What follows belongs to an exercise in optimizing a design on an open flow for a short achievable clock period and few clock cycles; a production flow would make more cautious choices.
Where RTL was checked, it was by simulation tests only, not by an equivalence proof against the original.
For runs 1 and 2, only the layout was checked, not whether the RTL still works.
Power figures rest on the tool's default switching activity, not on a simulated workload.

===== flow/config.mk =====
export PLATFORM = sky130hd
export DESIGN_NAME = MultiCPU
export DESIGN_NICKNAME = MultiCPU
export VERILOG_FILES = /design/flow/design.v
export SDC_FILE = /design/flow/constraint.sdc
export NUM_CORES = 8
export LEC_CHECK = 0
export CAP_MARGIN = 30
export CELL_PAD_IN_SITES_DETAIL_PLACEMENT = 1
export CELL_PAD_IN_SITES_GLOBAL_PLACEMENT = 1
export CORE_MARGIN = 2
export CORE_UTILIZATION = 40
export MIN_ROUTING_LAYER = met2
export SLEW_MARGIN = 30
export SYNTH_HIERARCHICAL = 1
export SYNTH_MINIMUM_KEEP_SIZE = 0

===== flow/constraint.sdc =====
create_clock -name core_clock -period 13.0 [get_ports {clk}]
set_input_delay 2.6000 -clock core_clock [delete_from_list [all_inputs] [get_ports {clk}]]
set_output_delay 2.6000 -clock core_clock [all_outputs]
set_load 0.01 [all_outputs]

===== flow/design.v =====
`timescale 1ns / 1ps
module CpuInc(
    input  [31:0] pc,
    output [31:0] p2,
    output [31:0] p4
    );
    assign p2 = pc + 32'd2;
    assign p4 = pc + 32'd4;
endmodule
`timescale 1ns / 1ps
module CpuExe(
    input  [31:0] opA,           
    input  [31:0] opB,
    input  [31:0] resW0,         
    input  [31:0] resW1,
    input         fAw1, fAw0, fAr,   
    input         fBw1, fBw0, fBr,
    input  [4:0]  shE,           
    input         bgE,
    input         fSw1, fSw0,    
    input  [31:0] imm,           
    input         oAdd, oSub, oAnd, oOr, oXor, oNor, oSlt, oSltu, oSll, oSr, oSra, oImm,
    input         ld,            
    input  [31:0] Data_in,
    input  [5:0]  k,             
    input  [31:0] kq,
    output [31:0] res,
    output [31:0] resR,          
    output [31:0] resS,
    output [31:0] sum,           
    output        eq,            
    output        sgn,           
    output        condF          
    );
    wire [31:0] A = fAw1 ? resW1 : fAw0 ? resW0 : opA;
    wire [31:0] B = fBw1 ? resW1 : fBw0 ? resW0 : opB;
    wire [4:0]  sh  = fSw1 ? resW1[4:0] : fSw0 ? resW0[4:0] : shE;
    wire        big = fSw1 ? |resW1[31:5] : fSw0 ? |resW0[31:5] : bgE;
    assign sum = A + B;
    wire [32:0] dif = {1'b0, A} - {1'b0, B};
    wire        ltu  = dif[32];
    wire        lts  = (A[31] ^ B[31]) ? A[31] : dif[31];
    wire [31:0] shl  = big ? 32'd0 : (A << sh);
    wire        fill = oSra & A[31];
    wire [63:0] srw  = {{32{fill}}, A} >> sh;
    wire [31:0] shr  = big ? {32{fill}} : srw[31:0];
    wire [31:0] alu = ({32{oAdd}} & sum) | ({32{oSub}} & dif[31:0]) |
                      ({32{oAnd}} & (A & B)) | ({32{oOr}} & (A | B)) |
                      ({32{oXor}} & (A ^ B)) | ({32{oNor}} & ~(A | B)) |
                      {31'd0, (oSlt & lts) | (oSltu & ltu)} |
                      ({32{oSll}} & shl) | ({32{oSr}} & shr) |
                      ({32{oImm}} & imm);
    assign res  = alu | ({32{ld}} & Data_in);
    assign resR = alu | ({32{ld}} & Data_in);
    assign resS = alu | ({32{ld}} & Data_in);
    assign eq    = (A == B);
    assign sgn   = A[31];
    assign condF = (k[5] & (A == B)) | (k[4] & (A == kq)) |
                   (k[3] & ((A & B) == 32'd0)) | (k[2] & ((A & kq) == 32'd0)) |
                   (k[1] & ((A | B) == 32'd0));
endmodule
`timescale 1ns / 1ps
module CpuRd(
    input  [32*32-1:0] rf,       
    input  [4:0]       r,
    input  [31:1]      oh,
    input  [4:0]       rdW0,
    input  [31:0]      resW0,
    input  [4:0]       rdW1,
    input  [31:0]      resW1,
    output [31:0]      v
    );
    reg [31:0] acc;
    integer k;
    always @(*) begin
        acc = 32'd0;
        for (k = 1; k < 32; k = k + 1)
            acc = acc | ({32{oh[k]}} & rf[k*32 +: 32]);
    end
    wire w1 = (rdW1 != 5'd0) && (rdW1 == r);
    wire w0 = (rdW0 != 5'd0) && (rdW0 == r) && !w1;
    assign v = w1 ? resW1 : w0 ? resW0 : acc;
endmodule
module CpuAgu(
    input  [32*32-1:0] rf,
    input  [4:0]       r,
    input  [31:1]      oh,
    input  [4:0]       rdW0,
    input  [31:0]      resW0,
    input  [4:0]       rdW1,
    input  [31:0]      resW1,
    input  [11:0]      off,
    output [31:0]      v,
    output [11:0]      ad
    );
    reg [31:0] acc;
    integer k;
    always @(*) begin
        acc = 32'd0;
        for (k = 1; k < 32; k = k + 1)
            acc = acc | ({32{oh[k]}} & rf[k*32 +: 32]);
    end
    wire w1 = (rdW1 != 5'd0) && (rdW1 == r);
    wire w0 = (rdW0 != 5'd0) && (rdW0 == r) && !w1;
    assign v  = w1 ? resW1 : w0 ? resW0 : acc;
    wire [11:0] ad1 = resW1[11:0] + off;
    wire [11:0] ad0 = resW0[11:0] + off;
    wire [11:0] adr = acc[11:0] + off;
    assign ad = w1 ? ad1 : w0 ? ad0 : adr;
endmodule
`timescale 1ns / 1ps
module CpuDec(
    input  [31:0] ir,
    output [4:0]  rs,
    output [4:0]  rt,
    output [4:0]  dst,           
    output        usesRs,
    output        usesRt,
    output        isLd,
    output        isSt,
    output        isJr,          
    output        isJ,           
    output        isBeq,
    output        isBne,
    output        isBgez,
    output        isBr,          
    output        isCtl,         
    output        isSh,          
    output        isIalu,
    output        isLui,
    output        oImm,          
    output [31:0] simm,
    output [2:0]  ctl,           
    output [5:0]  fk,            
    output        oAdd, oSub, oAnd, oOr, oXor, oNor, oSlt, oSltu, oSll, oSr, oSra
    );
    wire [5:0] op = ir[31:26];
    wire [5:0] fn = ir[5:0];
    assign rs   = ir[25:21];
    assign rt   = ir[20:16];
    assign simm = {{16{ir[15]}}, ir[15:0]};
    wire isR    = (op == 6'h00);
    assign isJr   = isR && (fn[5:1] == 5'b00100);
    wire   isJalr = isR && (fn == 6'h09);
    assign isSh   = isR && ((fn == 6'h00) || (fn == 6'h02) || (fn == 6'h03));
    wire   isRalu = isR && !isJr;
    assign isIalu = (op == 6'h08) || (op == 6'h0A) || (op == 6'h0B) ||
                    (op == 6'h0C) || (op == 6'h0D) || (op == 6'h0E);
    assign isLui  = (op == 6'h0F);
    assign isLd   = (op[5:3] == 3'b100);
    assign isSt   = (op[5:3] == 3'b101);
    assign isBeq  = (op == 6'h04);
    assign isBne  = (op == 6'h05);
    assign isBgez = (op == 6'h01);
    wire   isJ0   = (op == 6'h02);
    wire   isJal  = (op == 6'h03);
    assign isJ    = isJ0 | isJal;
    assign isBr   = isBeq | isBne | isBgez;
    assign isCtl  = isBr | isJ | isJr;
    assign oImm   = isLui | isJal | isJalr | isBgez;
    assign dst = isRalu ? ir[15:11] :
                 (isIalu | isLui | isLd) ? rt :
                 (isJal | isJalr | isBgez) ? 5'd31 : 5'd0;
    assign usesRs = !(isLui | isJ);
    assign usesRt = (isRalu && !isSh) | isBeq | isBne | isSt | isJr;
    reg [2:0] c;
    always @(*) begin
        case (op[2:0])
            3'b011: c = 3'b000;      
            3'b010: c = 3'b001;      
            3'b001: c = 3'b111;      
            3'b000: c = 3'b110;      
            3'b101: c = 3'b101;      
            3'b100: c = 3'b100;      
            default: c = 3'b000;
        endcase
    end
    assign ctl = c;
    reg a, s, n, o, x, nr, lt, ltu, sl, sr, sra;
    always @(*) begin
        {a, s, n, o, x, nr, lt, ltu, sl, sr, sra} = 11'b0;
        if (isRalu) begin
            case (fn)
                6'h22: s = 1'b1;
                6'h24: n = 1'b1;
                6'h25: o = 1'b1;
                6'h26: x = 1'b1;
                6'h27: nr = 1'b1;
                6'h2A: lt = 1'b1;
                6'h2B: ltu = 1'b1;
                6'h04, 6'h00: sl = 1'b1;
                6'h06, 6'h02: sr = 1'b1;
                6'h07, 6'h03: begin sr = 1'b1; sra = 1'b1; end
                default: a = 1'b1;
            endcase
        end else if (isIalu) begin
            case (op)
                6'h0A: lt = 1'b1;
                6'h0B: ltu = 1'b1;
                6'h0C: n = 1'b1;
                6'h0D: o = 1'b1;
                6'h0E: x = 1'b1;
                default: a = 1'b1;
            endcase
        end
    end
    assign fk = {s | x, a & isIalu, n, isSh, o, 1'b0};
    assign {oAdd, oSub, oAnd, oOr, oXor, oNor, oSlt, oSltu, oSll, oSr, oSra} =
           {a, s, n, o, x, nr, lt, ltu, sl, sr, sra};
endmodule
`timescale 1ns / 1ps
module MultiCPU(
    input clk,
    input reset,
    input [31:0] Data_in,
    output mem_w,
    output [2:0] RAMCtrl,
    output [31:0] Data_out,
    output [31:0] Addr_out
    );
    localparam LB = 5;               
    localparam NB = 1 << LB;         
    localparam TW = 10 - LB;         
    localparam LIM = 40;             
    integer i, e;
    reg  [31:0] pcF;
    reg  [10:0] fa;                  
    reg         mpend;
    reg  [31:0] mpc;
    reg         memE;                
    reg  [31:0] aout;
    reg  [2:0]  ctlE;
    reg         v0, v1;
    reg  [31:0] ir0, ir1, pc0, pc1, pn0, pn1;
    reg  [31:1] os0, ot0, os1, ot1;   
    reg  [4:0]  rdE0, rdE1;
    reg  [31:0] opA0, opB0, imE0, opA1, opB1, imE1;
    reg         fA0w0, fA0w1, fB0w0, fB0w1, fA1w0, fA1w1, fB1w0, fB1w1;
    reg         fA0r, fB0r, fA1r, fB1r;   
    reg  [4:0]  shE0, shE1;          
    reg         bgE0, bgE1;
    reg         fS0w0, fS0w1, fS1w0, fS1w1;
    reg  [11:0] fnE0, fnE1;          
    reg         ldE0, ldE1, stE0, stE1;
    reg  [31:0] opD0, opD1;          
    reg         fD0w0, fD0w1, fD1w0, fD1w1;
    reg  [2:0]  ctlS;                
    reg         stW;                 
    reg  [31:0] dataW;
    reg         jrw;
    reg  [31:0] jrX, jrY;
    reg         bEq, bNe, bGez, bAlw, bJr, cslot;
    reg         bNv;                 
    reg         vE1;                 
    reg         tZ, tN, mZ, mN, sZ, sN, skE;
    reg         nc;                  
    reg  [31:0] tgtE, fallE, pnE;
    reg  [10:0] pidxE;               
    reg         fusE;
    reg  [5:0]  kE;
    reg  [31:0] kq;
    reg  [4:0]  rdW0, rdW1;
    reg  [31:0] resW0, resW1;
    reg  [4:0]  rdR0, rdR1, rdS0, rdS1;
    reg  [31:0] resR0, resR1, resS0, resS1;
    wire [31:0] resER0, resER1, resES0, resES1;
    reg  [32*32-1:0] rf;             
    reg  [32*32-1:0] rg;
    reg         rstq;
    reg  [NB-1:0]    cv0, cv1;
    reg  [TW*NB-1:0] cg0, cg1;       
    reg  [32*NB-1:0] cd0, cd1;
    localparam NE = 8;
    reg  [NE-1:0]    bv;
    reg  [11*NE-1:0] bpc, btg;
    reg  [11*NE-1:0] bpm;            
    reg  [2*NE-1:0]  bct;
    reg  [2:0]       brr;            
    reg         fv;
    reg  [10:0] fad;
    reg  [31:0] fdat;
    wire [10:0] iF   = pcF[11:1];
    wire [LB-1:0] x1 = iF[LB:1];
    wire [LB-1:0] x0 = iF[LB:1] + iF[0];
    wire [31:0] pc2F, pc4F;
    CpuInc incF(.pc(pcF), .p2(pc2F), .p4(pc4F));
    wire [TW-1:0] tg2 = iF[10:LB+1] + {{(TW-1){1'b0}}, &iF[LB:0]};   
    wire        rv0 = cv0[x0];
    wire [TW-1:0] rg0 = cg0[x0*TW +: TW];
    wire [31:0] rd0 = cd0[x0*32 +: 32];
    wire        rv1 = cv1[x1];
    wire [TW-1:0] rg1 = cg1[x1*TW +: TW];
    wire [31:0] rd1 = cd1[x1*32 +: 32];
    wire        sw   = iF[0];
    wire        ev0  = sw ? rv1 : rv0;
    wire [TW-1:0] eg0 = sw ? rg1 : rg0;
    wire [31:0] ed0  = sw ? rd1 : rd0;
    wire        ev1  = sw ? rv0 : rv1;
    wire [TW-1:0] eg1 = sw ? rg0 : rg1;
    wire [31:0] ed1  = sw ? rd0 : rd1;
    wire        hit0 = ev0 && (eg0 == iF[10:LB+1]);
    wire        hit1 = ev1 && (eg1 == tg2);
    wire        byp  = !memE && (fa == iF);
    wire        fv0  = (hit0 | byp) & !mpend;
    wire [31:0] fi0  = byp ? Data_in : ed0;
    reg  [31:1] ofs0, oft0, ofs1, oft1;
    always @(*) begin
        for (e = 1; e < 32; e = e + 1) begin
            ofs0[e] = (fi0[25:21] == e);
            oft0[e] = (fi0[20:16] == e);
            ofs1[e] = (ed1[25:21] == e);
            oft1[e] = (ed1[20:16] == e);
        end
    end
    reg         pt0, pt1;
    reg  [10:0] et0, et1;
    always @(*) begin
        pt0 = 1'b0; pt1 = 1'b0; et0 = 11'd0; et1 = 11'd0;
        for (e = 0; e < NE; e = e + 1) begin
            if (bv[e] && bpc[e*11 +: 11] == iF) begin
                pt0 = pt0 | bct[e*2+1];
                et0 = et0 | btg[e*11 +: 11];
            end
            if (bv[e] && bpm[e*11 +: 11] == iF) begin
                pt1 = pt1 | bct[e*2+1];
                et1 = et1 | btg[e*11 +: 11];
            end
        end
    end
    wire        fv1  = fv0 & !pt0 & hit1 & !byp;
    wire [31:0] pnF0 = pt0 ? {pcF[31:12], et0, 1'b0} : pc2F;
    wire [31:0] pnF1 = pt1 ? {pc2F[31:12], et1, 1'b0} : pc4F;
    wire        fpres = fa[0] ? (cv1[fa[LB:1]] && (cg1[fa[LB:1]*TW +: TW] == fa[10:LB+1]))
                              : (cv0[fa[LB:1]] && (cg0[fa[LB:1]*TW +: TW] == fa[10:LB+1]));
    wire        fillEn = !memE && !fpres;
    wire [4:0]  rsa, rta, dsa, rsb, rtb, dsb;
    wire        uRsa, uRta, ldA, stA, jrA, jA, beqA, bneA, bgzA, brA, ctA, shA, iaA, luA, imA;
    wire        uRsb, uRtb, ldB, stB, jrB, jB, beqB, bneB, bgzB, brB, ctB, shB, iaB, luB, imB;
    wire [31:0] simA, simB;
    wire [2:0]  mcA, mcB;
    wire [10:0] fnA, fnB;
    wire [5:0]  fkA, fkB;
    CpuDec decA(.ir(ir0), .rs(rsa), .rt(rta), .dst(dsa), .usesRs(uRsa), .usesRt(uRta),
                .isLd(ldA), .isSt(stA), .isJr(jrA), .isJ(jA), .isBeq(beqA), .isBne(bneA),
                .isBgez(bgzA), .isBr(brA), .isCtl(ctA), .isSh(shA), .isIalu(iaA), .isLui(luA),
                .oImm(imA), .simm(simA), .ctl(mcA), .fk(fkA),
                .oAdd(fnA[10]), .oSub(fnA[9]), .oAnd(fnA[8]), .oOr(fnA[7]), .oXor(fnA[6]),
                .oNor(fnA[5]), .oSlt(fnA[4]), .oSltu(fnA[3]), .oSll(fnA[2]), .oSr(fnA[1]),
                .oSra(fnA[0]));
    CpuDec decB(.ir(ir1), .rs(rsb), .rt(rtb), .dst(dsb), .usesRs(uRsb), .usesRt(uRtb),
                .isLd(ldB), .isSt(stB), .isJr(jrB), .isJ(jB), .isBeq(beqB), .isBne(bneB),
                .isBgez(bgzB), .isBr(brB), .isCtl(ctB), .isSh(shB), .isIalu(iaB), .isLui(luB),
                .oImm(imB), .simm(simB), .ctl(mcB), .fk(fkB),
                .oAdd(fnB[10]), .oSub(fnB[9]), .oAnd(fnB[8]), .oOr(fnB[7]), .oXor(fnB[6]),
                .oNor(fnB[5]), .oSlt(fnB[4]), .oSltu(fnB[3]), .oSll(fnB[2]), .oSr(fnB[1]),
                .oSra(fnB[0]));
    wire [31:0] rsVa, rtVa, rsVb, rtVb;
    wire [11:0] ldAdA, ldAdB;
    CpuAgu rpa(.rf(rf), .r(rsa), .oh(os0), .rdW0(rdW0), .resW0(resW0), .rdW1(rdW1), .resW1(resW1),
               .off(simA[11:0]), .v(rsVa), .ad(ldAdA));
    CpuRd rpb(.rf(rf), .r(rta), .oh(ot0), .rdW0(rdW0), .resW0(resW0), .rdW1(rdW1), .resW1(resW1), .v(rtVa));
    CpuAgu rpc(.rf(rg), .r(rsb), .oh(os1), .rdW0(rdW0), .resW0(resW0), .rdW1(rdW1), .resW1(resW1),
               .off(simB[11:0]), .v(rsVb), .ad(ldAdB));
    CpuRd rpd(.rf(rg), .r(rtb), .oh(ot1), .rdW0(rdW0), .resW0(resW0), .rdW1(rdW1), .resW1(resW1), .v(rtVb));
    wire hE0sa = (rdE0 != 5'd0) && (rdE0 == rsa);
    wire hE1sa = (rdE1 != 5'd0) && (rdE1 == rsa);
    wire hE0ta = (rdE0 != 5'd0) && (rdE0 == rta);
    wire hE1ta = (rdE1 != 5'd0) && (rdE1 == rta);
    wire hE0sb = (rdE0 != 5'd0) && (rdE0 == rsb);
    wire hE1sb = (rdE1 != 5'd0) && (rdE1 == rsb);
    wire hE0tb = (rdE0 != 5'd0) && (rdE0 == rtb);
    wire hE1tb = (rdE1 != 5'd0) && (rdE1 == rtb);
    wire stInE = stE0 | stE1;
    wire agiA = ((ldA | jrA) && (hE0sa || hE1sa || (jrA && (hE0ta || hE1ta)))) || (ldA && stInE);
    wire agiB = ((ldB | jrB) && (hE0sb || hE1sb || (jrB && (hE0tb || hE1tb)))) || (ldB && stInE);
    wire slowA = jrA && (rta != 5'd0);       
    wire slowB = jrB && (rtb != 5'd0);
    wire memA = ldA | stA;
    wire memB = ldB | stB;
    wire vsA = (fnA[2] | fnA[1]) & !shA;     
    wire vsB = (fnB[2] | fnB[1]) & !shB;
    wire rawBA = (dsa != 5'd0) && ((uRsb && rsb == dsa) || (uRtb && rtb == dsa));
    wire fuseB = (beqB | bneB) && (dsa != 5'd0) && (|fkA) &&
                 ((rsb == dsa && rtb == 5'd0) || (rtb == dsa && rsb == 5'd0));
    wire iss0 = v0 && !agiA && !(slowA && !jrw);
    wire iss1 = iss0 && v1 && !agiB && !slowB && (!rawBA || fuseB) &&
                !(memA && memB && !(ldA && stB)) && !(ctA && ctB);
    wire [31:0] jrS  = jrX + jrY;
    wire [31:0] pc2a = pc0 + 32'd2;
    wire [31:0] pc2b = pc1 + 32'd2;
    wire [31:0] btgA = {pc0[31:1], 1'b1} + {simA[30:0], 1'b1};    
    wire [31:0] btgB = {pc1[31:1], 1'b1} + {simB[30:0], 1'b1};
    wire [31:0] tgtA  = jA ? {pc2a[31:27], ir0[25:0], 1'b0} : brA ? btgA : jrw ? jrS : rsVa;
    wire [31:0] tgtB  = jB ? {pc2b[31:27], ir1[25:0], 1'b0} : brB ? btgB : rsVb;
    wire [31:0] resE0, resE1, sum0, sum1;
    wire        eq0, eq1, sg0, sg1, condF, cf1;
    CpuExe ex0(.opA(opA0), .opB(opB0), .resW0(resW0), .resW1(resW1),
               .fAw1(fA0w1), .fAw0(fA0w0), .fAr(fA0r), .fBw1(fB0w1), .fBw0(fB0w0), .fBr(fB0r),
               .shE(shE0), .bgE(bgE0), .fSw1(fS0w1), .fSw0(fS0w0), .imm(imE0),
               .oAdd(fnE0[11]), .oSub(fnE0[10]), .oAnd(fnE0[9]), .oOr(fnE0[8]), .oXor(fnE0[7]),
               .oNor(fnE0[6]), .oSlt(fnE0[5]), .oSltu(fnE0[4]), .oSll(fnE0[3]), .oSr(fnE0[2]),
               .oSra(fnE0[1]), .oImm(fnE0[0]), .ld(ldE0), .Data_in(Data_in), .k(kE), .kq(kq),
               .res(resE0), .resR(resER0), .resS(resES0), .sum(sum0), .eq(eq0), .sgn(sg0), .condF(condF));
    CpuExe ex1(.opA(opA1), .opB(opB1), .resW0(resW0), .resW1(resW1),
               .fAw1(fA1w1), .fAw0(fA1w0), .fAr(fA1r), .fBw1(fB1w1), .fBw0(fB1w0), .fBr(fB1r),
               .shE(shE1), .bgE(bgE1), .fSw1(fS1w1), .fSw0(fS1w0), .imm(imE1),
               .oAdd(fnE1[11]), .oSub(fnE1[10]), .oAnd(fnE1[9]), .oOr(fnE1[8]), .oXor(fnE1[7]),
               .oNor(fnE1[6]), .oSlt(fnE1[5]), .oSltu(fnE1[4]), .oSll(fnE1[3]), .oSr(fnE1[2]),
               .oSra(fnE1[1]), .oImm(fnE1[0]), .ld(ldE1), .Data_in(Data_in), .k(6'd0), .kq(32'd0),
               .res(resE1), .resR(resER1), .resS(resES1), .sum(sum1), .eq(eq1), .sgn(sg1), .condF(cf1));
    wire [31:0] D0    = fD0w1 ? resW1 : fD0w0 ? resW0 : opD0;
    wire [31:0] D1    = fD1w1 ? resW1 : fD1w0 ? resW0 : opD1;
    wire        eqC   = fusE ? condF : cslot ? eq1 : eq0;
    wire        sgC   = cslot ? sg1 : sg0;
    wire        cnd   = bGez ? ~sgC : eqC;
    wire        taken = cnd ? tZ : tN;
    wire        misp  = bJr ? (tgtE != pnE) : cnd ? mZ : mN;
    wire        shTk  = cnd ? sZ : sN;
    wire        shAct = skE;
    wire        null0 = shTk | nc;                    
    wire [31:0] redir = taken ? tgtE : fallE;
    wire        kill1 = misp & ~cslot;
    reg         updEn, updAlw, updTk;
    reg  [10:0] updIdx, updTgt;
    reg  [NE-1:0] um;
    reg  [1:0]  uct;
    always @(*) begin
        uct = 2'b00;
        for (e = 0; e < NE; e = e + 1) begin
            um[e] = bv[e] && (bpc[e*11 +: 11] == updIdx);
            if (um[e]) uct = uct | bct[e*2 +: 2];
        end
    end
    wire        uhit = |um;
    wire [1:0]  unew = updAlw ? 2'b11 :
                       updTk ? ((uct == 2'b11) ? 2'b11 : uct + 2'd1) :
                               ((uct == 2'b00) ? 2'b00 : uct - 2'd1);
    wire [31:0] tgtD  = cA ? tgtA : tgtB;
    wire [31:0] pnD   = cA ? pn0 : pn1;
    wire [31:0] fallD = cA ? pc2a : pc2b;
    wire [31:0] tgtDn = cA ? (jA ? {pc2a[31:27], ir0[25:0], 1'b0} : btgA) :
                             (jB ? {pc2b[31:27], ir1[25:0], 1'b0} : btgB);
    wire        eqTd  = (tgtDn == pnD);
    wire        eqFd  = (fallD == pnD);
    wire        tZd   = cA ? (jA | jrA | beqA | bgzA) : (jB | jrB | beqB | bgzB);
    wire        tNd   = cA ? (jA | jrA | bneA) : (jB | jrB | bneB);
    wire        bShD  = cA ? (brA && ir0[15:0] == 16'd1) : (brB && ir1[15:0] == 16'd1);
    wire        shD   = bShD & eqFd & (!cA | !iss1);
    wire        bnvD  = iss0 && !misp && cA && null0;
    wire keep2  = v0 && !iss0 && v1;         
    wire keepS0 = v0 && !iss0 && !v1;        
    wire shift1 = iss0 && !iss1 && v1;       
    wire r1     = keepS0 | shift1;
    wire r0     = !keep2 && !r1;
    wire e0     = r0 || r1;
    wire e1     = r0 && !byp && !pt0;
    wire [31:0] pcSpec = e1 ? pnF1 : e0 ? pnF0 : pcF;
    wire mev    = !mpend && ((e0 && !(hit0 | byp)) || (e1 && !hit1));
    wire [31:0] pcFix  = (hit0 | byp) ? pc2F : pcF;
    wire [10:0] fan = mpend ? fa :
                      (!hit0 && !byp) ? iF :
                      (e1 && !hit1) ? pc2F[11:1] :
                      (!memE && ((fa - iF) < LIM)) ? fa + 11'd1 : fa;
    wire        selLd  = (iss0 && ldA) || (iss1 && ldB);
    wire        ldSp   = ((v0 && ldA) || (v1 && ldB)) && !stInE;
    wire        selCtl = (iss0 && ctA) || (iss1 && ctB);
    wire        cA     = iss0 && ctA;        
    wire        go0    = iss0 && !misp && !null0;
    wire        go1    = iss1 && !misp;
    wire        goC    = selCtl && !misp && !(cA && null0);
    always @(posedge clk or posedge reset) begin
        if (reset) begin
            pcF  <= 32'd0;
            fa   <= 11'd0;
            fv   <= 1'b0;
            mpend <= 1'b0;
            mpc  <= 32'd0;
            memE <= 1'b0;
            aout <= 32'd0;
            ctlE <= 3'b000;
            stW  <= 1'b0;
            jrw  <= 1'b0;
            v0   <= 1'b0;
            v1   <= 1'b0;
            rdE0 <= 5'd0;
            rdE1 <= 5'd0;
            ldE0 <= 1'b0;
            ldE1 <= 1'b0;
            stE0 <= 1'b0;
            stE1 <= 1'b0;
            bEq <= 1'b0; bNe <= 1'b0; bGez <= 1'b0; bAlw <= 1'b0; bJr <= 1'b0;
            bNv <= 1'b0; vE1 <= 1'b0; nc <= 1'b0;
            updEn <= 1'b0;
            bv    <= {NE{1'b0}};
            brr   <= 3'd0;
            rdW0 <= 5'd0;
            rdW1 <= 5'd0;
            rdR0 <= 5'd0;
            rdR1 <= 5'd0;
            rdS0 <= 5'd0;
            rdS1 <= 5'd0;
            cv0  <= {NB{1'b0}};
            cv1  <= {NB{1'b0}};
        end else begin
            if (misp) begin
                pcF <= redir;
                v0  <= 1'b0;
                v1  <= 1'b0;
            end else begin
                pcF <= mpend ? mpc : pcSpec;
                v0 <= keep2 | r1 | fv0;
                v1 <= keep2 | (r1 ? fv0 : fv1);
            end
            mpend <= !misp && mev;
            mpc   <= pcFix;
            fa   <= fan;
            memE <= stInE | ldSp;
            aout <= ldSp ? {20'd0, (v0 && ldA) ? ldAdA : ldAdB} :
                    stE0 ? sum0 : stE1 ? sum1 : {20'd0, fan, 1'b0};
            ctlE <= ldSp ? ((v0 && ldA) ? mcA : mcB) : stInE ? ctlS : 3'b000;
            stW  <= stE0 | (stE1 & ~kill1);
            jrw  <= !misp && v0 && slowA && !agiA && !jrw;
            fv   <= fillEn;
            if (fv) begin
                if (fad[0]) cv1[fad[LB:1]] <= 1'b1;
                else        cv0[fad[LB:1]] <= 1'b1;
            end
            rdE0 <= go0 ? dsa : 5'd0;
            rdE1 <= go1 ? dsb : 5'd0;
            ldE0 <= go0 & ldA;
            ldE1 <= go1 & ldB;
            stE0 <= go0 & stA;
            stE1 <= go1 & stB;
            bEq  <= goC & (cA ? beqA : beqB);
            bNe  <= goC & (cA ? bneA : bneB);
            bGez <= goC & (cA ? bgzA : bgzB);
            bAlw <= goC & (cA ? (jA | jrA) : (jB | jrB));
            bJr  <= goC & (cA ? jrA : jrB);
            bNv  <= iss0 && !misp && cA && null0;
            vE1  <= go1;
            nc   <= !misp && null0 && !iss0;
            updEn <= (bEq | bNe | bGez | bAlw) & ~shAct;
            if (updEn && !uhit && updTk) begin
                bv[brr] <= 1'b1;
                brr <= brr + 3'd1;
            end
            rdW0 <= rdE0;
            rdW1 <= kill1 ? 5'd0 : rdE1;
            rdR0 <= rdE0;
            rdR1 <= kill1 ? 5'd0 : rdE1;
            rdS0 <= rdE0;
            rdS1 <= kill1 ? 5'd0 : rdE1;
        end
    end
    always @(posedge clk) begin
        rstq <= reset;
        if (rstq) begin
            rf <= {32*32{1'b0}};
            rg <= {32*32{1'b0}};
        end else
            for (i = 1; i < 32; i = i + 1) begin
                if (rdR1 == i)      rf[i*32 +: 32] <= resR1;
                else if (rdR0 == i) rf[i*32 +: 32] <= resR0;
                if (rdS1 == i)      rg[i*32 +: 32] <= resS1;
                else if (rdS0 == i) rg[i*32 +: 32] <= resS0;
            end
    end
    always @(posedge clk) begin
        if (r0) begin
            ir0 <= fi0;  pc0 <= pcF;  pn0 <= pnF0; os0 <= ofs0; ot0 <= oft0;
            ir1 <= ed1;  pc1 <= pc2F; pn1 <= pnF1; os1 <= ofs1; ot1 <= oft1;
        end else if (r1) begin
            if (shift1) begin
                ir0 <= ir1; pc0 <= pc1; pn0 <= pn1; os0 <= os1; ot0 <= ot1;
            end
            ir1 <= fi0;  pc1 <= pcF;  pn1 <= pnF0; os1 <= ofs0; ot1 <= oft0;
        end
        opA0 <= rsVa;
        opB0 <= shA ? {27'd0, ir0[10:6]} : (iaA | stA) ? simA : rtVa;
        opD0 <= rtVa;
        fD0w1 <= hE1ta;
        fD0w0 <= hE0ta && !hE1ta;
        imE0 <= luA ? {ir0[15:0], 16'd0} : pc2a;
        fA0w1 <= hE1sa;
        fA0w0 <= hE0sa && !hE1sa;
        fA0r  <= !hE0sa && !hE1sa;
        fB0w1 <= hE1ta && !(shA | iaA | stA);
        fB0w0 <= hE0ta && !hE1ta && !(shA | iaA | stA);
        fB0r  <= !(hE0ta || hE1ta) || (shA | iaA | stA);
        shE0  <= shA ? ir0[10:6] : rtVa[4:0];
        bgE0  <= !shA && (|rtVa[31:5]);
        fS0w1 <= hE1ta && vsA;
        fS0w0 <= hE0ta && !hE1ta && vsA;
        fnE0 <= {fnA, imA};
        opA1 <= rsVb;
        opB1 <= shB ? {27'd0, ir1[10:6]} : (iaB | stB) ? simB : rtVb;
        opD1 <= rtVb;
        fD1w1 <= hE1tb;
        fD1w0 <= hE0tb && !hE1tb;
        ctlS <= (iss0 && stA) ? mcA : mcB;
        if (v0 && slowA && !jrw) begin
            jrX <= rsVa;
            jrY <= rtVa;
        end
        imE1 <= luB ? {ir1[15:0], 16'd0} : pc2b;
        fA1w1 <= hE1sb;
        fA1w0 <= hE0sb && !hE1sb;
        fA1r  <= !hE0sb && !hE1sb;
        fB1w1 <= hE1tb && !(shB | iaB | stB);
        fB1w0 <= hE0tb && !hE1tb && !(shB | iaB | stB);
        fB1r  <= !(hE0tb || hE1tb) || (shB | iaB | stB);
        shE1  <= shB ? ir1[10:6] : rtVb[4:0];
        bgE1  <= !shB && (|rtVb[31:5]);
        fS1w1 <= hE1tb && vsB;
        fS1w0 <= hE0tb && !hE1tb && vsB;
        fnE1 <= {fnB, imB};
        dataW <= stE0 ? D0 : D1;
        cslot <= !cA;
        fusE  <= !cA && fuseB && !null0;
        tZ <= goC & (cA ? (jA | jrA | beqA | bgzA) : (jB | jrB | beqB | bgzB));
        tN <= goC & (cA ? (jA | jrA | bneA) : (jB | jrB | bneB));
        mZ <= bnvD ? ~eqFd : goC & (tZd ? ~eqTd & ~shD : ~eqFd);
        mN <= bnvD ? ~eqFd : goC & (tNd ? ~eqTd & ~shD : ~eqFd);
        sZ <= goC & shD & tZd;
        sN <= goC & shD & tNd;
        skE <= goC & shD;
        kE    <= fkA;
        kq    <= fkA[4] ? (32'd0 - simA) : fnA[2] ? (32'hFFFFFFFF >> ir0[10:6]) : (32'hFFFFFFFF << ir0[10:6]);
        tgtE  <= cA ? tgtA : tgtB;
        fallE <= cA ? pc2a : pc2b;
        pnE   <= cA ? pn0 : pn1;
        pidxE <= cA ? pc0[11:1] : pc1[11:1];
        resW0 <= resE0;
        resW1 <= resE1;
        resR0 <= resER0;
        resR1 <= resER1;
        resS0 <= resES0;
        resS1 <= resES1;
        for (i = 0; i < NE; i = i + 1) begin
            if (updEn && uhit && um[i]) begin
                bct[i*2 +: 2] <= unew;
                if (updTk) btg[i*11 +: 11] <= updTgt;
            end else if (updEn && !uhit && updTk && brr == i) begin
                bpc[i*11 +: 11] <= updIdx;
                bpm[i*11 +: 11] <= updIdx - 11'd1;
                btg[i*11 +: 11] <= updTgt;
                bct[i*2 +: 2]   <= updAlw ? 2'b11 : 2'b10;
            end
        end
        updAlw <= bAlw;
        updTk  <= taken;
        updIdx <= pidxE;
        updTgt <= tgtE[11:1];
        fad  <= fa;
        fdat <= Data_in;
        for (i = 0; i < NB; i = i + 1) begin
            if (fv && fad[0] == 1'b0 && fad[LB:1] == i) begin
                cd0[i*32 +: 32] <= fdat;
                cg0[i*TW +: TW] <= fad[10:LB+1];
            end
            if (fv && fad[0] == 1'b1 && fad[LB:1] == i) begin
                cd1[i*32 +: 32] <= fdat;
                cg1[i*TW +: TW] <= fad[10:LB+1];
            end
        end
    end
    assign Addr_out = aout;
    assign RAMCtrl  = ctlE;
    assign mem_w    = stW;
    assign Data_out = dataW;
endmodule

===== flow/flow/run.sh =====
#!/bin/bash
set -euo pipefail
cd "$(dirname "$0")/.."
MARGIN=$(cat flow/setup_margin.txt)
bash standard.sh SETUP_SLACK_MARGIN=$MARGIN finish > flow_make.log 2>&1

===== flow/flow/setup_margin.txt =====
8.3

===== flow/standard.sh =====
#!/bin/bash
# synth_recipe.tcl (not shown) runs the flow's synth.tcl, then flattens the netlist and writes it again
# the make line also repeats each setting of config.mk as NAME=value (left out here)
make -C /OpenROAD-flow-scripts/flow DESIGN_CONFIG=/design/flow/config.mk WORK_HOME=/design/flow/orfs CLKGATE_MAP_FILE= SYNTH_SCRIPT=/design/flow/synth_recipe.tcl "${@:-finish}"

==> reports/results.md, run 1 <==
- **port buffer count** 101
- **run status** did not finish
- **hpwl dp** 1222 mm
- **weighted congestion at the end of routability-driven global placement** 1.167
- **area of placed instances** 321,200 um2
- **die width** 879.0 um
- **first-pass GRT wire length** 2647 mm
- **total congestion overflow** 58
- **first error** [ERROR GRT-0116] Global routing finished with congestion. Check the congestion regions in the DRC Viewer.
- **synthesized netlist cell count** 27.96k
- **H-tree level count** 6
- **dpl ws** 5.449 ns
- **boundary pin count** 102
- **number of hold buffers added after cts** 0
- **Clock Tree Root** clkbuf_16
- **largest net degree at the start of global routing** 180
- **die extent in y** 879.0 um
- **synthesized area** 306,200 um2
- **via count of the first global-routing pass** 405.5k
- **initial standard-cell utilization of the core** 0.4011
- **step where the flow halted** global routing
- **global-route total usage across every layer** 0.7384
- **Yosys warnings** 10
- **buffer levels on the longest clock path** 4
- **Placement Rows** 321
- **synthesized area divided by synthesized cell count** 10.95 um2
- **number of CTS-inserted buffers** 681
[what timing repair did]
item                                    in CTS
pin swaps                                  183
resized for setup                         1216
setup buffers                              324
cloned                                      72
endpoints found under the setup margin     844
[metrics by stage]
stage | instances | util | total power, uW
floorplan | 27957 | - | 40370
global placement | 36641 | 0.4189 | 56270
detailed placement | 36676 | 0.4207 | 56590
CTS | 38325 | 0.4636 | 80000
[worst min path at each step]
| stage | startpoint | endpoint | slack (ns) | cells past startpoint |
|---|---|---|---|---|
| CTS | pidxE[8] | updIdx[8] | 0.31 | 0 |
| global placement | pidxE[8] | updIdx[8] | 0.31 | 0 |
| detailed placement | pidxE[9] | updIdx[9] | 0.31 | 0 |
| floorplan | pidxE[0] | updIdx[0] | 0.31 | 0 |
[power groups by stage]
stage | registers, uW | logic (uW) | clock network [uW]
4_1_cts | 24300 | 35600 | 20100
2_1_floorplan | 23200 | 17200 | 0
3_5_place_dp | 24900 | 31700 | 0
3_3_place_gp | 24900 | 31400 | 0
[per-layer routing]
layer  overflow  global-route usage
met5          4              0.5737
met3         25              0.8119
met2          2              0.7834
met4         27              0.5587
met1          -                   -
==> run 2: changes to the inputs <==
--- a/flow/design.v
+++ b/flow/design.v
@@ -7,12 +7,45 @@
     assign p2 = pc + 32'd2;
     assign p4 = pc + 32'd4;
 endmodule
+module CpuAdd #(parameter W = 32) (
+    input  [W-1:0] a,
+    input  [W-1:0] b,
+    input          cin,
+    output [W-1:0] s,
+    output         cout
+    );
+    localparam L = $clog2(W);
+    wire [W-1:0] p0 = a ^ b;
+    wire [W-1:0] g0 = a & b;
+    wire [(L+1)*W-1:0] G, P;
+    assign G[W-1:0] = {g0[W-1:1], g0[0] | (p0[0] & cin)};
+    assign P[W-1:0] = p0;
+    genvar k, i;
+    generate
+        for (k = 0; k < L; k = k + 1) begin : lvl
+            for (i = 0; i < W; i = i + 1) begin : bt
+                if (i >= (1 << k)) begin : comb
+                    assign G[(k+1)*W + i] = G[k*W + i] | (P[k*W + i] & G[k*W + i - (1 << k)]);
+                    assign P[(k+1)*W + i] = P[k*W + i] & P[k*W + i - (1 << k)];
+                end else begin : ps
+                    assign G[(k+1)*W + i] = G[k*W + i];
+                    assign P[(k+1)*W + i] = P[k*W + i];
+                end
+            end
+        end
+    endgenerate
+    wire [W-1:0] c = {G[L*W +: W-1], cin};      
+    assign s    = p0 ^ c;
+    assign cout = G[L*W + W-1];
+endmodule
 `timescale 1ns / 1ps
 module CpuExe(
     input  [31:0] opA,           
     input  [31:0] opB,
     input  [31:0] resW0,         
     input  [31:0] resW1,
+    input  [31:0] cW0,           
+    input  [31:0] cW1,
     input         fAw1, fAw0, fAr,   
     input         fBw1, fBw0, fBr,
     input  [4:0]  shE,           
@@ -36,15 +69,17 @@
     wire [31:0] B = fBw1 ? resW1 : fBw0 ? resW0 : opB;
     wire [4:0]  sh  = fSw1 ? resW1[4:0] : fSw0 ? resW0[4:0] : shE;
     wire        big = fSw1 ? |resW1[31:5] : fSw0 ? |resW0[31:5] : bgE;
-    assign sum = A + B;
-    wire [32:0] dif = {1'b0, A} - {1'b0, B};
-    wire        ltu  = dif[32];
+    wire [31:0] dif;
+    wire        cs, cd;
+    CpuAdd #(32) adS(.a(A), .b(B),  .cin(1'b0), .s(sum), .cout(cs));
+    CpuAdd #(32) adD(.a(A), .b(~B), .cin(1'b1), .s(dif), .cout(cd));
+    wire        ltu  = ~cd;
     wire        lts  = (A[31] ^ B[31]) ? A[31] : dif[31];
     wire [31:0] shl  = big ? 32'd0 : (A << sh);
     wire        fill = oSra & A[31];
     wire [63:0] srw  = {{32{fill}}, A} >> sh;
     wire [31:0] shr  = big ? {32{fill}} : srw[31:0];
-    wire [31:0] alu = ({32{oAdd}} & sum) | ({32{oSub}} & dif[31:0]) |
+    wire [31:0] alu = ({32{oAdd}} & sum) | ({32{oSub}} & dif) |
                       ({32{oAnd}} & (A & B)) | ({32{oOr}} & (A | B)) |
                       ({32{oXor}} & (A ^ B)) | ({32{oNor}} & ~(A | B)) |
                       {31'd0, (oSlt & lts) | (oSltu & ltu)} |
@@ -53,11 +88,22 @@
     assign res  = alu | ({32{ld}} & Data_in);
     assign resR = alu | ({32{ld}} & Data_in);
     assign resS = alu | ({32{ld}} & Data_in);
-    assign eq    = (A == B);
-    assign sgn   = A[31];
-    assign condF = (k[5] & (A == B)) | (k[4] & (A == kq)) |
-                   (k[3] & ((A & B) == 32'd0)) | (k[2] & ((A & kq) == 32'd0)) |
-                   (k[1] & ((A | B) == 32'd0));
+    wire e_rr = (opA == opB), e_r0 = (opA == cW0), e_r1 = (opA == cW1);
+    wire e_0r = (cW0 == opB), e_1r = (cW1 == opB), e_01 = (cW0 == cW1);
+    assign eq = (fAr  & ((fBr & e_rr) | (fBw0 & e_r0) | (fBw1 & e_r1))) |
+                (fAw0 & ((fBr & e_0r) | fBw0 | (fBw1 & e_01))) |
+                (fAw1 & ((fBr & e_1r) | (fBw0 & e_01) | fBw1));
+    assign sgn = A[31];
+    wire kq_r = (opA == kq), kq_0 = (cW0 == kq), kq_1 = (cW1 == kq);
+    wire eqK  = (fAr & kq_r) | (fAw0 & kq_0) | (fAw1 & kq_1);
+    wire an_r = ((opA & opB) == 32'd0), an_0 = ((cW0 & opB) == 32'd0), an_1 = ((cW1 & opB) == 32'd0);
+    wire zAB  = (fAr & an_r) | (fAw0 & an_0) | (fAw1 & an_1);
+    wire ak_r = ((opA & kq) == 32'd0), ak_0 = ((cW0 & kq) == 32'd0), ak_1 = ((cW1 & kq) == 32'd0);
+    wire zAK  = (fAr & ak_r) | (fAw0 & ak_0) | (fAw1 & ak_1);
+    wire z_r  = (opA == 32'd0), z_0 = (cW0 == 32'd0), z_1 = (cW1 == 32'd0), zb_r = (opB == 32'd0);
+    wire zA   = (fAr & z_r) | (fAw0 & z_0) | (fAw1 & z_1);
+    wire zB   = (fBr & zb_r) | (fBw0 & z_0) | (fBw1 & z_1);
+    assign condF = (k[5] & eq) | (k[4] & eqK) | (k[3] & zAB) | (k[2] & zAK) | (k[1] & zA & zB);
 endmodule
 `timescale 1ns / 1ps
 module CpuRd(
@@ -103,9 +149,11 @@
     wire w1 = (rdW1 != 5'd0) && (rdW1 == r);
     wire w0 = (rdW0 != 5'd0) && (rdW0 == r) && !w1;
     assign v  = w1 ? resW1 : w0 ? resW0 : acc;
-    wire [11:0] ad1 = resW1[11:0] + off;
-    wire [11:0] ad0 = resW0[11:0] + off;
-    wire [11:0] adr = acc[11:0] + off;
+    wire [11:0] ad1, ad0, adr;
+    wire        c1, c0, cr;
+    CpuAdd #(12) a1(.a(resW1[11:0]), .b(off), .cin(1'b0), .s(ad1), .cout(c1));
+    CpuAdd #(12) a0(.a(resW0[11:0]), .b(off), .cin(1'b0), .s(ad0), .cout(c0));
+    CpuAdd #(12) ar(.a(acc[11:0]),   .b(off), .cin(1'b0), .s(adr), .cout(cr));
     assign ad = w1 ? ad1 : w0 ? ad0 : adr;
 endmodule
 `timescale 1ns / 1ps
@@ -204,7 +252,7 @@
             endcase
         end
     end
-    assign fk = {s | x, a & isIalu, n, isSh, o, 1'b0};
+    assign fk = {s | x, a & isIalu, n & isIalu, isSh, o, 1'b0};
     assign {oAdd, oSub, oAnd, oOr, oXor, oNor, oSlt, oSltu, oSll, oSr, oSra} =
            {a, s, n, o, x, nr, lt, ltu, sl, sr, sra};
 endmodule
@@ -394,14 +442,14 @@
     wire [31:0] tgtB  = jB ? {pc2b[31:27], ir1[25:0], 1'b0} : brB ? btgB : rsVb;
     wire [31:0] resE0, resE1, sum0, sum1;
     wire        eq0, eq1, sg0, sg1, condF, cf1;
-    CpuExe ex0(.opA(opA0), .opB(opB0), .resW0(resW0), .resW1(resW1),
+    CpuExe ex0(.opA(opA0), .opB(opB0), .resW0(resW0), .resW1(resW1), .cW0(resS0), .cW1(resS1),
                .fAw1(fA0w1), .fAw0(fA0w0), .fAr(fA0r), .fBw1(fB0w1), .fBw0(fB0w0), .fBr(fB0r),
                .shE(shE0), .bgE(bgE0), .fSw1(fS0w1), .fSw0(fS0w0), .imm(imE0),
                .oAdd(fnE0[11]), .oSub(fnE0[10]), .oAnd(fnE0[9]), .oOr(fnE0[8]), .oXor(fnE0[7]),
                .oNor(fnE0[6]), .oSlt(fnE0[5]), .oSltu(fnE0[4]), .oSll(fnE0[3]), .oSr(fnE0[2]),
                .oSra(fnE0[1]), .oImm(fnE0[0]), .ld(ldE0), .Data_in(Data_in), .k(kE), .kq(kq),
                .res(resE0), .resR(resER0), .resS(resES0), .sum(sum0), .eq(eq0), .sgn(sg0), .condF(condF));
-    CpuExe ex1(.opA(opA1), .opB(opB1), .resW0(resW0), .resW1(resW1),
+    CpuExe ex1(.opA(opA1), .opB(opB1), .resW0(resW0), .resW1(resW1), .cW0(resR0), .cW1(resR1),
                .fAw1(fA1w1), .fAw0(fA1w0), .fAr(fA1r), .fBw1(fB1w1), .fBw0(fB1w0), .fBr(fB1r),
                .shE(shE1), .bgE(bgE1), .fSw1(fS1w1), .fSw0(fS1w0), .imm(imE1),
                .oAdd(fnE1[11]), .oSub(fnE1[10]), .oAnd(fnE1[9]), .oOr(fnE1[8]), .oXor(fnE1[7]),
--- a/flow/config.mk
+++ b/flow/config.mk
@@ -10,7 +10,7 @@
 export CELL_PAD_IN_SITES_GLOBAL_PLACEMENT = 1
 export CORE_MARGIN = 2
 export CORE_UTILIZATION = 40
-export MIN_ROUTING_LAYER = met2
+export PLACE_DENSITY = 0.55
 export SLEW_MARGIN = 30
 export SYNTH_HIERARCHICAL = 1
 export SYNTH_MINIMUM_KEEP_SIZE = 0
==> run 2 against run 1 <==
Effect of this change: the run now finishes clean; synthesized cell count up 4.1%; synthesized area increased by 3.8%.
==> reports/results.md, run 2 <==
- **run status** complete, no violations
- **total die area** 801,700 um2
- **slowest stage cell on the critical path** o211ai_1
- **launch point of the worst reg-to-reg path** resR1[20]
- **post-route ant nets** 0
- **number of endpoints with negative hold slack in the final report** 0
- **required time worst endpoint** 13.98 ns
- **R2R Setup Slk** 7.96 ns
- **die width** 895.4 um
- **boundary pin count** 102
- **average detailed-routed wire length per instance** 48.14 um
- **largest net degree at the start of global routing** 207
- **Max-Cap Viols** 0
- **Leakage** 0.1416 uW
- **origin of the worst setup path** resR1[20]
- **CP dominant cell by count** buf_6
- **Fin Clk Skew** 0.1250 ns
- **slew at the pin closest to its max-slew limit** 1.335 ns
- **synthesized area** 317,800 um2
- **share of power burned in registers** 0.292
- **number of nets at the end of the flow** 29.86k
- **synthesized area divided by synthesized cell count** 10.92 um2
- **total count of max-transition violations in the final report** 0
- **Gate power share** 0.466
- **hpwl dp** 1259 mm
- **first-pass GRT wire length** 2549 mm
- **synthesized netlist cell count** 29.10k
- **reported net switching power** 38,730 uW
- **H-tree level count** 6
- **number of CTS-inserted buffers** 695
- **detailed router's first-iteration violation count** 41.55k
- **number of remaining DRC errors** 0
- **initial antenna violation count** 288
- **total congestion overflow** 0
- **maximum ir drop on the vdd rail** 196.6 uV
- **Placement Rows** 327
- **worst stage delay on the critical path** 0.90 ns
- **weighted congestion at the end of routability-driven global placement** 1.067
- **Max Clock Freq** 198.2 MHz
- **combined area of the multi-input logic cells** 162,200 um2
- **critical path capture point** pcF[19]
- **buffer levels on the longest clock path** 4
- **period utilisation layout** 0.3881
- **power density over the cells** 228.8 nW/um2
- **growth of design area from synthesis to finish** 18.09%
- **launching element type of the critical path** register
- **end of the worst register-to-register path** pcF[19]
- **Tightest Hold Check Type** register to register
- **largest fanout on the critical path** 34
- **global-route total usage across every layer** 0.4649
- **minimum period implied by the final worst setup slack** 5.045 ns
- **Sequential cell area** 152,000 um2
- **Via-to-Cell Ratio** 7.128
- **Clk Latency, worst-skew pair** 1.23 ns
- **wirelength, routed** 1951 mm
- **Yosys warnings** 10
- **die extent in y** 895.4 um
- **via count of the first global-routing pass** 274.7k
- **Setup Viol. Count Final** 0
- **total number of clock tree sinks** 5,995
- **commonest cells after routing, fill and taps aside** 3,028 x edfxtp_1, 2,965 x mux2i_1, 2,838 x nor2_1
- **initial standard-cell utilization of the core** 0.4010
- **Clock Pin Slew Worst Setup and Hold Paths** 0.07 ns
- **clock tree from TritonCTS** done
- **worst reg-to-reg path cell count** 18
- **type of destination of the critical path** register
- **first-pass iteration count of the detailed router** 10
- **setup repair after global routing missed its margin** true
- **worst path arrival time** 6.02 ns
- **critical path cell sequence** buf_6, xor2_1, nor4_1, nand4_1, nor2_2, a221oi_2, o211ai_1, mux2i_1, nor2_1, a21oi_4, o21ai_4, buf_6, buf_6, mux2i_4, buf_12, buf_12, mux2i_1, a221oi_2
- **vias** 288.9k
- **most common library cell in the layout ignoring fill and taps** edfxtp_1
- **Internal Power** 47,120 uW
- **Cells after DPL** 38.23k
- **classification of the worst setup path** register to register
- **Finished Layout Cells** 40.52k
- **proportion of layout cells with a drive suffix above 1** 0.1910
- **Clock Tree Root** clkbuf_16
- **total of fill cells in the finished design** 82.24k
- **number of hold buffers added after cts** 0
- **switching part of the total** 0.4511
- **final sum of negative setup slack** 0 ns
- **port buffer count** 101
- **Slew headroom** 0.1098
- **biggest regs** cd0: 1024 flops, cd1: 1024 flops
- **placeable core region** 792,500 um2
- **Clock Power Share** 0.242
[run 2: power by group through the flow]
stage / Combinational (uW) / Clock, uW / Sequential, uW
CTS: 37100 / 20900 / 24800
detailed placement: 33800 / 0 / 25500
floorplan: 19100 / 0 / 23900
global route: 40300 / 21600 / 25000
global placement: 33500 / 0 / 25500
finish: 40000 / 20800 / 25000
[run 2: worst min path at each step]
stage / start / to / slack (ns) / cells after the start
4_1_cts: pidxE[9] / updIdx[9] / 0.31 / 0
6_report: pidxE[9] / updIdx[9] / 0.31 / 0
5_1_grt: pidxE[9] / updIdx[9] / 0.32 / 0
3_5_place_dp: pidxE[3] / updIdx[3] / 0.31 / 0
3_3_place_gp: pidxE[3] / updIdx[3] / 0.31 / 0
2_1_floorplan: pidxE[0] / updIdx[0] / 0.31 / 0
[run 2: critical path, delay by kind of cell, from the launching register on]
family          cells  cell delay [ns]
compound gates      5             1.53
xor+xnor            1             0.16
buf+inv             5             1.01
flops               1             0.45
mux                 3             0.85
simple gates        4             0.83
[run 2: final cells by class]
type / count / share of cell area
Multi-Input combinational cell: 19968 / 0.4321
Antenna cell: 356 / 0.002374
Clock inverter: 333 / 0.01166
Timing Repair inverter: 1 / 0.00002334
Clock buffer: 936 / 0.05165
Sequential cell: 5995 / 0.4051
Timing Repair Buffer: 2056 / 0.05817
Inverter: 350 / 0.003821
Tap cell: 10528 / 0.03510
[run 2: metrics by stage]
step	hold WS [ns]	cell area [um2]	total power, uW	setup slack [ns]	utilization
2_1_floorplan	0.3096	319100	43050	7.490	-
3_3_place_gp	0.3134	332900	58970	5.205	0.4201
3_5_place_dp	0.3132	334200	59340	5.629	0.4217
4_1_cts	0.3075	368100	82790	8.093	0.4645
5_1_grt	0.3225	374700	86920	8.051	0.4729
6_report	0.3118	375300	85850	7.955	0.4735
[run 2: what timing repair did]
item / CTS / global route
pin swaps: 187 / 262
endpoints found under the hold margin: 0 / 0
gates cloned: 51 / 35
buffers inserted: 330 / 228
gates resized for setup: 1346 / 704
setup endpoints to repair: 891 / 530
[run 2: layer usage]
layer / share of wire / global-route usage
met1: 0.36 / 0.5568
met2: 0.42 / 0.6763
met3: 0.11 / 0.1407
met4: 0.11 / 0.4101
met5: 0.00059 / 0
==> run 3: changes to the inputs <==
--- a/flow/design.v
+++ b/flow/design.v
@@ -14,7 +14,7 @@
     output [W-1:0] s,
     output         cout
     );
-    localparam L = $clog2(W);
+    localparam L = (W <= 2) ? 1 : (W <= 4) ? 2 : (W <= 8) ? 3 : (W <= 16) ? 4 : (W <= 32) ? 5 : 6;
     wire [W-1:0] p0 = a ^ b;
     wire [W-1:0] g0 = a & b;
     wire [(L+1)*W-1:0] G, P;
@@ -38,6 +38,23 @@
     assign s    = p0 ^ c;
     assign cout = G[L*W + W-1];
 endmodule
+module CpuAddN(
+    input  [31:0] a,
+    input  [31:0] b,
+    output [31:0] s
+    );
+    assign s = a + b;
+endmodule
+module CpuSubN(
+    input  [31:0] a,
+    input  [31:0] b,
+    output [31:0] d,
+    output        lo
+    );
+    wire [32:0] t = {1'b0, a} - {1'b0, b};
+    assign d  = t[31:0];
+    assign lo = t[32];
+endmodule
 `timescale 1ns / 1ps
 module CpuExe(
     input  [31:0] opA,           
@@ -69,25 +86,19 @@
     wire [31:0] B = fBw1 ? resW1 : fBw0 ? resW0 : opB;
     wire [4:0]  sh  = fSw1 ? resW1[4:0] : fSw0 ? resW0[4:0] : shE;
     wire        big = fSw1 ? |resW1[31:5] : fSw0 ? |resW0[31:5] : bgE;
-    wire [31:0] dif;
-    wire        cs, cd;
-    CpuAdd #(32) adS(.a(A), .b(B),  .cin(1'b0), .s(sum), .cout(cs));
-    CpuAdd #(32) adD(.a(A), .b(~B), .cin(1'b1), .s(dif), .cout(cd));
-    wire        ltu  = ~cd;
+    wire [31:0] dif, rest;
+    wire        ltu;
+    CpuAddN adS(.a(A), .b(B), .s(sum));
+    CpuSubN adD(.a(A), .b(B), .d(dif), .lo(ltu));
+    CpuAluR alr(.A(A), .B(B), .sh(sh), .big(big), .imm(imm),
+                .oAnd(oAnd), .oOr(oOr), .oXor(oXor), .oNor(oNor), .oSll(oSll), .oSr(oSr),
+                .oSra(oSra), .oImm(oImm), .ld(ld), .Data_in(Data_in), .rest(rest));
     wire        lts  = (A[31] ^ B[31]) ? A[31] : dif[31];
-    wire [31:0] shl  = big ? 32'd0 : (A << sh);
-    wire        fill = oSra & A[31];
-    wire [63:0] srw  = {{32{fill}}, A} >> sh;
-    wire [31:0] shr  = big ? {32{fill}} : srw[31:0];
-    wire [31:0] alu = ({32{oAdd}} & sum) | ({32{oSub}} & dif) |
-                      ({32{oAnd}} & (A & B)) | ({32{oOr}} & (A | B)) |
-                      ({32{oXor}} & (A ^ B)) | ({32{oNor}} & ~(A | B)) |
-                      {31'd0, (oSlt & lts) | (oSltu & ltu)} |
-                      ({32{oSll}} & shl) | ({32{oSr}} & shr) |
-                      ({32{oImm}} & imm);
-    assign res  = alu | ({32{ld}} & Data_in);
-    assign resR = alu | ({32{ld}} & Data_in);
-    assign resS = alu | ({32{ld}} & Data_in);
+    wire [31:0] alu  = ({32{oAdd}} & sum) | ({32{oSub}} & dif) |
+                       {31'd0, (oSlt & lts) | (oSltu & ltu)} | rest;
+    assign res  = alu;
+    assign resR = alu;
+    assign resS = alu;
     wire e_rr = (opA == opB), e_r0 = (opA == cW0), e_r1 = (opA == cW1);
     wire e_0r = (cW0 == opB), e_1r = (cW1 == opB), e_01 = (cW0 == cW1);
     assign eq = (fAr  & ((fBr & e_rr) | (fBw0 & e_r0) | (fBw1 & e_r1))) |
@@ -105,6 +116,26 @@
     wire zB   = (fBr & zb_r) | (fBw0 & z_0) | (fBw1 & z_1);
     assign condF = (k[5] & eq) | (k[4] & eqK) | (k[3] & zAB) | (k[2] & zAK) | (k[1] & zA & zB);
 endmodule
+module CpuAluR(
+    input  [31:0] A,
+    input  [31:0] B,
+    input  [4:0]  sh,
+    input         big,
+    input  [31:0] imm,
+    input         oAnd, oOr, oXor, oNor, oSll, oSr, oSra, oImm,
+    input         ld,
+    input  [31:0] Data_in,
+    output [31:0] rest
+    );
+    wire [31:0] shl  = big ? 32'd0 : (A << sh);
+    wire        fill = oSra & A[31];
+    wire [63:0] srw  = {{32{fill}}, A} >> sh;
+    wire [31:0] shr  = big ? {32{fill}} : srw[31:0];
+    assign rest = ({32{oAnd}} & (A & B)) | ({32{oOr}} & (A | B)) |
+                  ({32{oXor}} & (A ^ B)) | ({32{oNor}} & ~(A | B)) |
+                  ({32{oSll}} & shl) | ({32{oSr}} & shr) |
+                  ({32{oImm}} & imm) | ({32{ld}} & Data_in);
+endmodule
 `timescale 1ns / 1ps
 module CpuRd(
     input  [32*32-1:0] rf,       
==> run 3 against run 2 <==
Effect of this change: synthesized cell count shrank 0.24%; largest cell class unchanged; worst setup slack improved by 0.023 ns; combinational power is 1% lower; first-iteration DRC count grew 10%; largest power group unchanged; critical path type unchanged.
==> reports/results.md, run 3 <==
- **total number of clock tree sinks** 5,995
- **post-route ant nets** 0
- **synthesized area divided by synthesized cell count** 10.95 um2
- **R2R Setup Slk** 7.98 ns
- **number of hold buffers added after cts** 0
- **placeable core region** 792,500 um2
- **biggest regs** cd0: 1024 flops, cd1: 1024 flops
- **worst reg-to-reg path cell count** 12
- **launching element type of the critical path** register
- **slew at the pin closest to its max-slew limit** 1.219 ns
- **largest net degree at the start of global routing** 184
- **boundary pin count** 102
- **number of nets at the end of the flow** 29.64k
- **H-tree level count** 6
- **via count of the first global-routing pass** 273.5k
- **Sequential cell area** 152,000 um2
- **Clk Latency, worst-skew pair** 1.25 ns
- **total congestion overflow** 0
- **first-pass iteration count of the detailed router** 10
- **Placement Rows** 327
- **type of destination of the critical path** register
- **end of the worst register-to-register path** resS0[21]
- **total die area** 801,800 um2
- **port buffer count** 101
- **Clock Pin Slew Worst Setup and Hold Paths** 0.06 ns
- **buffer levels on the longest clock path** 4
- **combined area of the multi-input logic cells** 159,500 um2
- **clock tree from TritonCTS** done
- **proportion of layout cells with a drive suffix above 1** 0.1804
- **synthesized netlist cell count** 29.03k
- **period utilisation layout** 0.3863
- **origin of the worst setup path** resW0[6]
- **number of endpoints with negative hold slack in the final report** 0
- **vias** 290.9k
- **worst stage delay on the critical path** 0.91 ns
- **die extent in y** 895.4 um
- **Max-Cap Viols** 0
- **launch point of the worst reg-to-reg path** resW0[6]
- **initial antenna violation count** 317
- **Leakage** 0.1383 uW
- **synthesized area** 317,800 um2
- **classification of the worst setup path** register to register
- **setup repair after global routing missed its margin** true
- **total of fill cells in the finished design** 82.47k
- **minimum period implied by the final worst setup slack** 5.022 ns
- **Cells after DPL** 38.17k
- **worst path arrival time** 6.08 ns
- **power density over the cells** 228.2 nW/um2
- **total count of max-transition violations in the final report** 0
- **commonest cells after routing, fill and taps aside** 3,028 x edfxtp_1, 2,958 x nor2_1, 2,726 x mux2i_1
- **initial standard-cell utilization of the core** 0.4011
- **global-route total usage across every layer** 0.4707
- **Fin Clk Skew** 0.1375 ns
- **required time worst endpoint** 14.05 ns
- **most common library cell in the layout ignoring fill and taps** edfxtp_1
- **first-pass GRT wire length** 2570 mm
- **Yosys warnings** 10
- **Clock Tree Root** clkbuf_16
- **critical path cell sequence** buf_6, mux2i_1, o21ai_0, buf_4, ha_1, a21oi_1, or2_2, nand2_1, a311oi_4, a31o_2, xnor2_1, a221o_4
- **detailed router's first-iteration violation count** 45.85k
- **number of remaining DRC errors** 0
- **Via-to-Cell Ratio** 7.209
- **total power draw** 84,740 uW
- **Setup Viol. Count Final** 0
- **final sum of negative setup slack** 0 ns
- **number of CTS-inserted buffers** 698
- **run status** complete, no violations
- **growth of design area from synthesis to finish** 16.86%
- **maximum ir drop on the vdd rail** 229.5 uV
- **wirelength, routed** 1977 mm
- **slowest stage cell on the critical path** xnor2_1
- **Max Clock Freq** 199.1 MHz
- **Slew headroom** 0.1873
- **largest fanout on the critical path** 11
- **die width** 895.4 um
- **hpwl dp** 1254 mm
- **Finished Layout Cells** 40.35k
- **Tightest Hold Check Type** register to register
- **average detailed-routed wire length per instance** 48.99 um
- **weighted congestion at the end of routability-driven global placement** 1.025
- **critical path capture point** resS0[21]
-- run 3: cell count changes in the layout (fill, tap and decap cells not counted), moves of 47 or more --
cell	change
a21oi_2	-50
o21ai_0	+105
mux4_2	+115
buf_4	-126
o21a_1	-47
ha_1	+65
nor2_1	+120
a21oi_1	+92
dfxtp_2	+49
o21ai_1	-58
mux2i_1	-239
xor2_1	-85
inv_1	+139
-- run 3: per-layer routing --
layer	routed length [um]	vias to the layer above	global-route usage
li1	-	111440	-
met1	722200	150023	0.5706
met2	822700	22135	0.6739
met3	229800	7192	0.1603
met4	200800	112	0.3923
met5	1198	-	0.002863
-- run 3: cell type report --
cell class	count	share of cell area
diodes	387	0.002607
clock buffers	943	0.05218
clock inverters	345	0.01055
inverters	443	0.004629
multi-input cells	19795	0.4295
flip-flops and latches	5995	0.4092
well taps	10528	0.03546
repair buffers	1914	0.05587
repair inverters	1	0.00002358
-- run 3: power by group --
group | switching (uW) | total, uW | internal, uW
sequential | 2480 | 24700 | 22200
clock | 9070 | 20500 | 11400
combinational | 26800 | 39600 | 12800
total | 38300 | 84700 | 46400
-- run 3: metrics by stage --
step                setup WS (ns)  cell area (um2)  utilization  hold WS, ns
CTS                         8.220           365400       0.4611       0.3287
detailed placement          5.633           333900       0.4213       0.3135
floorplan                   7.402           317900            -       0.3096
finish                      7.978           371400       0.4687       0.3274
global placement            5.484           332900       0.4201       0.3128
global route                8.154           370900       0.4680       0.3397
-- run 3: what timing repair did --
| item | CTS | global route |
|---|---|---|
| endpoints found under the setup margin | 746 | 619 |
| buffers inserted | 227 | 159 |
| gates cloned | 48 | 45 |
| pin swaps | 63 | 112 |
| resized for setup | 1120 | 462 |
-- run 3: how the worst min path moves through the flow --
stage	startpoint	to	slack [ns]	cells after the start
final	pidxE[7]	updIdx[7]	0.33	0
after global routing	pidxE[4]	updIdx[4]	0.34	0
after CTS	pidxE[7]	updIdx[7]	0.33	0
after detailed placement	pidxE[5]	updIdx[5]	0.31	0
after global placement	pidxE[4]	updIdx[4]	0.31	0
after floorplan	pidxE[0]	updIdx[0]	0.31	0
-- run 3: worst max-delay path, delay by kind of cell, from the launching register on --
kind | cells | cell delay, ns
AOI/OAI and AO/OA | 5 | 1.34
xor gates and xnor gates | 1 | 0.91
muxes | 1 | 0.80
and+or+nand+nor | 2 | 0.51
buffers and inverters | 2 | 0.45
DFF | 1 | 0.41
adders and majority gates | 1 | 0.40
Testbench counts of run 3, summed over its fixed seeds: cycles 26,377.

-- afterwards: timing with drivers on the ports --
No port has a modelled driver above. Below, the same layouts with a new extraction and two added sets of constraints.
Step 1: set_driving_cell puts a clkbuf_16 on clk and a buf_2 on each other input, an assumption about the parent block.
Step 2, shift: input delay + t, output delay - t, t = (earliest + latest rising clock arrival at the registers) / 2. This alone moves slack from input paths to output paths.
a / b / c = no drivers / after step 1 / after step 2; a / b = the first two.
| run | shift t [ns] | slack for setup (ns) | hold slack, ns | worst setup path after step 2 |
|---|---|---|---|---|
| run 2 | 1.339 | 7.955 / 7.955 / 7.277 | 0.312 / 0.312 / 0.312 | input to register |
| run 3 | 1.350 | 7.978 / 7.978 / 7.070 | 0.327 / 0.327 / 0.327 | input to register |
After both steps setup and hold are still met in every run listed. The setup slack of run 3, which loses most, moves by 0.000 ns with the drivers and by -0.908 ns with both steps.
